Context: an optimization exercise on an open-source flow, tuned for small area and a short achievable clock period. The choices shown serve that exercise and are no tape-out recipe. The RTL of this run was laid out without a check of its function. Power and IR drop assume default switching activity.

[config.mk]
export PLATFORM = sky130hd
export DESIGN_NAME = lab4_2
export DESIGN_NICKNAME = lab4_2
export VERILOG_FILES = /design/flow/design.v
export SDC_FILE = /design/flow/constraint.sdc
export NUM_CORES = 4
export LEC_CHECK = 0
export CAP_MARGIN = 20
export CORE_MARGIN = 2
export CORE_UTILIZATION = 40
export SLEW_MARGIN = 20
[constraint.sdc]
create_clock -name core_clock -period 13.0 [get_ports {CLK}]
set_input_delay 2.6000 -clock core_clock [delete_from_list [all_inputs] [get_ports {CLK}]]
set_output_delay 2.6000 -clock core_clock [all_outputs]
set_load 0.01 [all_outputs]
[design.v]
`timescale 1ns / 1ps
module lab4_2(
  input [1:0] mode,
  input [2:0] n_gasoline_pumps,
  input [2:0] n_diesel_pumps,
  input [3:0] fuel_amount,
  input fuel_type,
  input CLK,
  input rst,
  output [0:5] pump_status,
  output is_gasoline_queue_not_full,
  output is_diesel_queue_not_full,
  output [3:0] n_cars_in_gasoline_queue,
  output [3:0] n_cars_in_diesel_queue,
  output [7:0] total_gasoline_needed,
  output [7:0] total_diesel_needed,
  output reg invalid_gasoline_car,
  output reg invalid_diesel_car,
  output reg invalid_setup_params
);
reg [2:0] g;             
reg [2:0] s;             
reg [5:0] idle;          
reg [2:0] rem [0:5];     
wire [3:0] cg, cd;       
wire [7:0] tg, td;       
integer j;
wire g_none = (g == 3'd0);
wire d_none = (s == g);
wire set_up = (s != 3'd0);
assign n_cars_in_gasoline_queue = cg | {4{g_none}};
assign n_cars_in_diesel_queue   = cd | {4{d_none}};
assign total_gasoline_needed    = tg | {8{g_none}};
assign total_diesel_needed      = td | {8{d_none}};
assign is_gasoline_queue_not_full = ~g_none & ~cg[3];
assign is_diesel_queue_not_full   = ~d_none & ~cd[3];
reg [5:0] gas, inuse;
always @* begin
  for (j = 0; j < 6; j = j + 1) begin
    gas[j]   = (g > j);
    inuse[j] = (s > j);
  end
end
wire [5:0] dsl = inuse & ~gas;
genvar gj;
generate for (gj = 0; gj < 6; gj = gj + 1) begin : ps
  assign pump_status[gj] = idle[gj] & inuse[gj];
end endgenerate
wire proc = ~mode[1];    
wire amt_ok = fuel_amount[3] ? (fuel_amount[2:0] == 3'd0) : (fuel_amount[2:0] != 3'd0);
wire [2:0] amt = fuel_amount[2:0];
wire vg0 = mode[0] & ~fuel_type & amt_ok & ~g_none;
wire vd0 = mode[0] &  fuel_type & amt_ok & ~d_none;
wire [5:0] busy = ~idle & inuse;
wire [3:0] setup_sum = {1'b0, n_gasoline_pumps} + {1'b0, n_diesel_pumps};
wire valid_setup = (setup_sum != 4'd0) && (setup_sum <= 4'd6);
wire do_setup = mode[1] & valid_setup;
wire [5:0] tq_g, tq_d, tn_g, tn_d;
wire [17:0] hg, hd;
wire acc_g, acc_d;
lab4_2_fuel fuel_g (
  .CLK(CLK), .proc(proc), .clear(do_setup), .take_m(idle & gas),
  .busy_m(busy & gas), .v(vg0), .amount(fuel_amount),
  .tq(tq_g), .tn(tn_g), .h(hg), .acc(acc_g), .cnt(cg), .total(tg));
lab4_2_fuel fuel_d (
  .CLK(CLK), .proc(proc), .clear(do_setup), .take_m(idle & dsl),
  .busy_m(busy & dsl), .v(vd0), .amount(fuel_amount),
  .tq(tq_d), .tn(tn_d), .h(hd), .acc(acc_d), .cnt(cd), .total(td));
always @(posedge CLK) begin
  if (rst) begin
    g <= 0;
    s <= 0;
    invalid_gasoline_car <= 0;
    invalid_diesel_car <= 0;
    invalid_setup_params <= 0;
  end else if (mode[1]) begin
    invalid_gasoline_car <= 0;
    invalid_diesel_car <= 0;
    invalid_setup_params <= ~valid_setup;
    if (valid_setup) begin
      g <= n_gasoline_pumps;
      s <= setup_sum[2:0];
    end
  end else begin
    if (set_up) begin
      if (!mode[0]) invalid_setup_params <= 0;
      invalid_gasoline_car <= mode[0] & ~fuel_type & ~acc_g;
      invalid_diesel_car   <= mode[0] &  fuel_type & ~acc_d;
    end else if (mode[0]) begin
      invalid_gasoline_car <= 0;
      invalid_diesel_car <= 0;
    end
  end
end
reg [5:0] idle_run;
reg [2:0] rem_run [0:5];
always @* begin
  for (j = 0; j < 6; j = j + 1) begin
    if (busy[j]) begin
      idle_run[j] = (rem[j] == 3'd1);
      rem_run[j] = rem[j] - 3'd1;
    end else begin
      idle_run[j] = idle[j] & ~(tq_g[j] | tq_d[j] | tn_g[j] | tn_d[j]);
      rem_run[j] = tq_g[j] ? hg[3*j +: 3] : tq_d[j] ? hd[3*j +: 3] : amt;
    end
  end
end
always @(posedge CLK) begin
  for (j = 0; j < 6; j = j + 1) begin
    if (proc) begin
      idle[j] <= idle_run[j];
      rem[j] <= rem_run[j];
    end else if (do_setup) idle[j] <= 1'b1;
  end
end
endmodule
module lab4_2_fuel (
  input CLK,
  input proc,                
  input clear,               
  input [5:0] take_m,        
  input [5:0] busy_m,        
  input v,                   
  input [3:0] amount,
  output reg [5:0] tq,       
  output reg [5:0] tn,       
  output reg [17:0] h,       
  output acc,                
  output reg [3:0] cnt,
  output reg [7:0] total
);
reg [2:0] q [0:7];
integer j, k;
reg [5:0] t;
reg [5:0] r;
reg [6:0] seen;
always @* begin
  for (k = 0; k < 6; k = k + 1) t[k] = (cnt > k);
  r = 6'b1;
  seen[0] = 1'b0;
  for (j = 0; j < 6; j = j + 1) begin
    tq[j] = take_m[j] & t[0];
    h[3*j +: 3] = 3'd0;
    for (k = 0; k <= j; k = k + 1)
      h[3*j +: 3] = h[3*j +: 3] | ({3{r[k]}} & q[k]);
    seen[j + 1] = seen[j] | (take_m[j] & ~t[0]);
    if (take_m[j]) begin
      t = {1'b0, t[5:1]};
      r = {r[4:0], 1'b0};
    end
  end
end
wire none_left = seen[6];    
always @* begin
  for (j = 0; j < 6; j = j + 1) tn[j] = take_m[j] & ~tq[j] & ~seen[j] & v;
end
wire [2:0] n = {2'b0, take_m[0]} + take_m[1] + take_m[2] + take_m[3] + take_m[4] + take_m[5];
wire [2:0] nb = {2'b0, busy_m[0]} + busy_m[1] + busy_m[2] + busy_m[3] + busy_m[4] + busy_m[5];
wire full = cnt[3] & (take_m == 6'd0);
assign acc = v & ~full;
wire enq = acc & ~none_left;
wire [3:0] left = none_left ? 4'd0 : cnt - n;
wire [3:0] left1 = none_left ? 4'd1 : cnt - n + 4'd1;
reg [2:0] a [0:7];
reg [2:0] b [0:7];
reg [2:0] c [0:7];
always @* begin
  for (k = 0; k < 8; k = k + 1) a[k] = (n[0] && k < 7) ? q[k + 1] : q[k];
  for (k = 0; k < 8; k = k + 1) b[k] = (n[1] && k < 6) ? a[k + 2] : a[k];
  for (k = 0; k < 8; k = k + 1) c[k] = (n[2] && k < 4) ? b[k + 4] : b[k];
end
wire [3:0] dlo = {1'b0, total[2:0]} - {1'b0, nb};
wire [4:0] thi = total[7:3];
wire [4:0] thi_m1 = thi - 5'd1;
wire [7:0] base = {dlo[3] ? thi_m1 : thi, dlo[2:0]};
wire [4:0] slo = {1'b0, base[3:0]} + {1'b0, amount};
wire [3:0] bhi_p1 = base[7:4] + 4'd1;
wire [7:0] with_car = {slo[4] ? bhi_p1 : base[7:4], slo[3:0]};
always @(posedge CLK) begin
  if (proc) begin
    for (k = 0; k < 8; k = k + 1)
      q[k] <= (enq && left == k) ? amount[2:0] : c[k];
    cnt <= enq ? left1 : left;
    total <= acc ? with_car : base;
  end else if (clear) begin
    cnt <= 4'd0;
    total <= 8'd0;
  end
end
endmodule
[run.sh]
#!/bin/bash
# synth_recipe.tcl (not shown) runs the flow's synth.tcl, then flattens the netlist and writes it again
# the make line also repeats each setting of config.mk as NAME=value (left out here)
make -C /OpenROAD-flow-scripts/flow DESIGN_CONFIG=/design/flow/config.mk WORK_HOME=/design/flow/orfs CLKGATE_MAP_FILE= SYNTH_SCRIPT=/design/flow/synth_recipe.tcl finish
==> impl_metrics.ini <==
[critical_path]
critical_path_buf_inv_count = 2
critical_path.top_delay_family = adder cells
ff2ff_path_depth = 15
rr_startpoint = g[1]$_SDFFE_PP0P_
worst_setup_path_start_kind = register
setup.worst_path.start = g[1]$_SDFFE_PP0P_
crit_cells = 15
timing.rr.end = fuel_d.q[1][0]$_DFFE_PP_
timing_worst_setup_path_type = register to register
worst_path_largest_cell_delay_ns = 0.66
path_cells = nor3_2, and2_1, ha_1, fa_1, fa_1, fa_1, buf_4, inv_1, maj3_1, a21oi_1, xnor2_1, nand2_1, a2111oi_2, nand2_1, a21oi_1
critPathCapture = fuel_d.q[1][0]$_DFFE_PP_
slowest_stage = nor3_2
worst_ep_arrival_time_ns = 6.31
worst_endpoint_required_time_ns = 13.05
r2r_slack_ns = 6.73
worst_setup_path_end_kind = register
worstPathMaxFanout = 36
critPathMostFrequentCell = fa_1

[grt]
grt_start_max_net_pins = 54
grt_pass1_vias = 8645
grtUsageTotal = 0.2363
global_route.overflow_total = 0
grt_first_pass_wirelength_mm = 49.58
number_of_antenna_violations_at_the_first_check_in_global_routing = 0

[synth]
synth.lib_cells_used.distinct = 92
ys.flop_type = edfxtp_1
netlist_area_pre_place_mm2 = 0.01031
post_synthesis_sequential_area_ratio = 0.2970
synth_edf_count = 96
yosys.area.top_type_share = 0.2795
synth.net_count = 1259
post-synth-top-area-cell = edfxtp_1
syn_area_per_cell_um2 = 8.747
ys_async_sr_fraction = 0
post_synth_inst_count = 1179
synth-seq-cells = 105
synth.top_cells.by_area = edfxtp_1 (28%), mux2i_1 (7.4%), ha_1 (5.7%), nand2_1 (4.7%), mux2_2 (3.8%)
ys.warnings.count = 8

[floorplanning]
area_enclosed_by_the_die_boundary_mm2 = 0.02708
placementRows = 58
initial_standard_cell_utilization_of_the_core = 0.4083
die_height_um = 164.6
placeableCoreArea_mm2 = 0.02525
chipWidth_um = 164.6
ioPinCount = 50

[timing]
setup_viol = 0
timing.max_slew.rel_slack = 0.4158
final-max-slew-violation-count = 0
rsz_0062_raised_after_global_routing = false
tightestPinTransition_ns = 0.8701
max_freq_mhz = 159.6
post-route-min-period_ns = 6.266
totalNegativeSetupSlack_ns = 0
worst_clock_skew_ns = 0.008718
final_hold_viol_count = 0
min_period_over_period = 0.4820

[routing]
drtIter0Drc = 1119
detail_route.wl_per_cell_um = 20.74
vias = 9207
drc = 0
postRouteWirelength_mm = 31.40
detail_route.vias_per_cell = 6.081
detailedRoute.firstPassIterationCount = 6
ant_nets = 0

[hold_path]
worst_hold_startpoint = invalid_diesel_car$_SDFFE_PP0P_
timing.hold.worst.class = register to register

[cells_and_area]
final_nets = 1259
areaGrowthSynthToFinish_pct = 9.221
final_cells = 1514
num_antenna_cells = 0
drive_above_1_share = 0.08868
fill_cells = 2492

[placed_design]
port-buffer-count = 49
globalplace.congestion = 0.9481
hpwlAfterDp_mm = 22.79
place.detailed.instances = 1498

[clock_network]
post_cts_buffers = 0
cts.hold.buffers_added = 0
cts.reportedPaths.clkPinSlew_ns = 0.08
cts_tree = built
clock-sinks = 105
cts-root-to-sink-buffers = 2
h-tree-depth = 3
post_cts_resize_count = 0
worstSkewPairLatency_ns = 0.37
numCtsBuffers = 9
root_buffer = clkbuf_16

[status]
result_of_the_run = finished clean

[power]
cellLeakagePower_nw = 4.409
power_density_mw_per_mm2 = 189.5
finalPower_mw = 2.135
irDropWorstVdd_v = 0.0001115

[flow_run]
max_cap_violations = 0
worst reg2reg max path: stages (launching register included):
cell and delay [ns]:
dfxtp_1 0.51, nor3_2 0.66, and2_1 0.44, ha_1 0.48, fa_1 0.58, fa_1 0.44
fa_1 0.49, buf_4 0.35, inv_1 0.11, maj3_1 0.34, a21oi_1 0.18, xnor2_1 0.18
nand2_1 0.24, a2111oi_2 0.43, nand2_1 0.22, a21oi_1 0.30
per-layer routing:
layer	GRT usage	wire [µm]	up-vias
met4	0.08893	1069	0
li1	-	-	4364
met1	0.3223	14060	4389
met2	0.3783	14330	383
met3	0.03666	1935	71
met5	0	0	-
how the worst min path moves through the flow:
stage | end | slack, ns | cells past startpoint
final | invalid_diesel_car$_SDFFE_PP0P_ | 0.46 | 2
after global routing | invalid_diesel_car$_SDFFE_PP0P_ | 0.50 | 2
after CTS | invalid_diesel_car$_SDFFE_PP0P_ | 0.47 | 2
after detailed placement | invalid_diesel_car$_SDFFE_PP0P_ | 0.46 | 2
after global placement | invalid_diesel_car$_SDFFE_PP0P_ | 0.46 | 2
after floorplan | invalid_diesel_car$_SDFFE_PP0P_ | 0.48 | 2
cell families (layout without fill, tap and decap cells):
logic type                 after synthesis  after routing  share of synthesized area
adders and majority gates               67             67                    0.09403
AOI/OAI and AO/OA                      308            308                     0.2094
and+or+nand+nor                        387            387                     0.1777
buffers and inverters                  153            158                    0.06103
xor gates and xnor gates                42             42                    0.03567
DFF                                    105            105                     0.2970
muxes                                  117            117                     0.1251
cells in the final DEF, fill, tap and decap left out, types with 29 or more instances in the layout:
master	count
a211oi_1	29
nor2_1	103
nand2_1	129
nand3_1	31
ha_1	47
a21oi_1	73
mux2i_1	76
edfxtp_1	96
clkdlybuf4s50_1	49
inv_1	71
xnor2_1	33
mux2_2	35
o21ai_0	56
stage by stage:
stage | hold WS [ns] | setup slack [ns] | instance area, µm² | utilization
2_1_floorplan | 0.4846 | 7.643 | 10310 | -
3_3_place_gp | 0.4592 | 6.933 | 10980 | 0.4347
3_5_place_dp | 0.4613 | 6.838 | 10980 | 0.4347
4_1_cts | 0.4724 | 6.809 | 11260 | 0.4460
5_1_grt | 0.5026 | 6.309 | 11260 | 0.4460
6_report | 0.4648 | 6.734 | 11260 | 0.4460
registers in the layout, summed over array words and instances (netlist names):
register / cells
g: 3
idle: 6
invalid_setup_params: 1
invalid_diesel_car: 1
rem: 18
fuel_g.total: 8
fuel_d.total: 8
invalid_gasoline_car: 1
fuel_d.q: 24
fuel_g.cnt: 4
fuel_g.q: 24
s: 3
fuel_d.cnt: 4
cell type report:
type                            instances  area [µm²]  share of cell area
Inverter                               82       307.8             0.02733
Clock inverter                          7       61.31            0.005443
Timing Repair Buffer                   60       573.1             0.05088
Sequential cell                       105        3063              0.2719
Tap cell                              330       412.9             0.03666
Multi-Input combinational cell        921        6620              0.5878
Clock buffer                            9       225.2             0.02000
power by group:
group          internal (mW)  switching [mW]
sequential             0.511           0.159
clock                  0.135           0.147
combinational          0.510           0.673
synthesized netlist by cell type, drive strengths merged, types with 5 or more instances:
master  number
clkbuf      47
a22oi        6
ha          47
a211o        8
o211ai      21
buf         24
a32oi        5
a211oi      29
xnor2       33
clkinv       6
o21ai       61
o221ai       8
nor2b        8
nand2      130
nor4         7
nand3b       8
a221oi      11
nand4        8
a31oi       10
and3        15
a21o         7
inv         76
and2         7
mux2i       76
mux4         6
a21boi       5
or3          8
mux2        35
nand3       31
nor3        22
or2         11
o31ai        8
o22ai        9
a21oi       75
xor2         9
dfxtp        9
edfxtp      96
nand2b      20
fa          18
nor2       104

## what the ideal ports hide
Ports are ideal in the flow. The routed layout listed here was re-timed in OpenROAD. Step 1, drivers: a clkbuf_16 drives CLK and a buf_2 each remaining input, both assumed. Step 2, shift: input delay + t, output delay - t, t = (earliest + latest rising clock arrival at the registers) / 2. This alone moves slack from input paths to output paths. Three values: ideal, step 1, step 2; two values: the first two.
t, ns: 0.411
setup slack, ns: 6.734 / 6.734 / 6.734
worst register clock-pin slew, ns: 0.08 / 0.08
After both steps this run still meets setup and hold. The setup slack of this run moves by 0.000 ns with the drivers and by 0.000 ns with both steps.
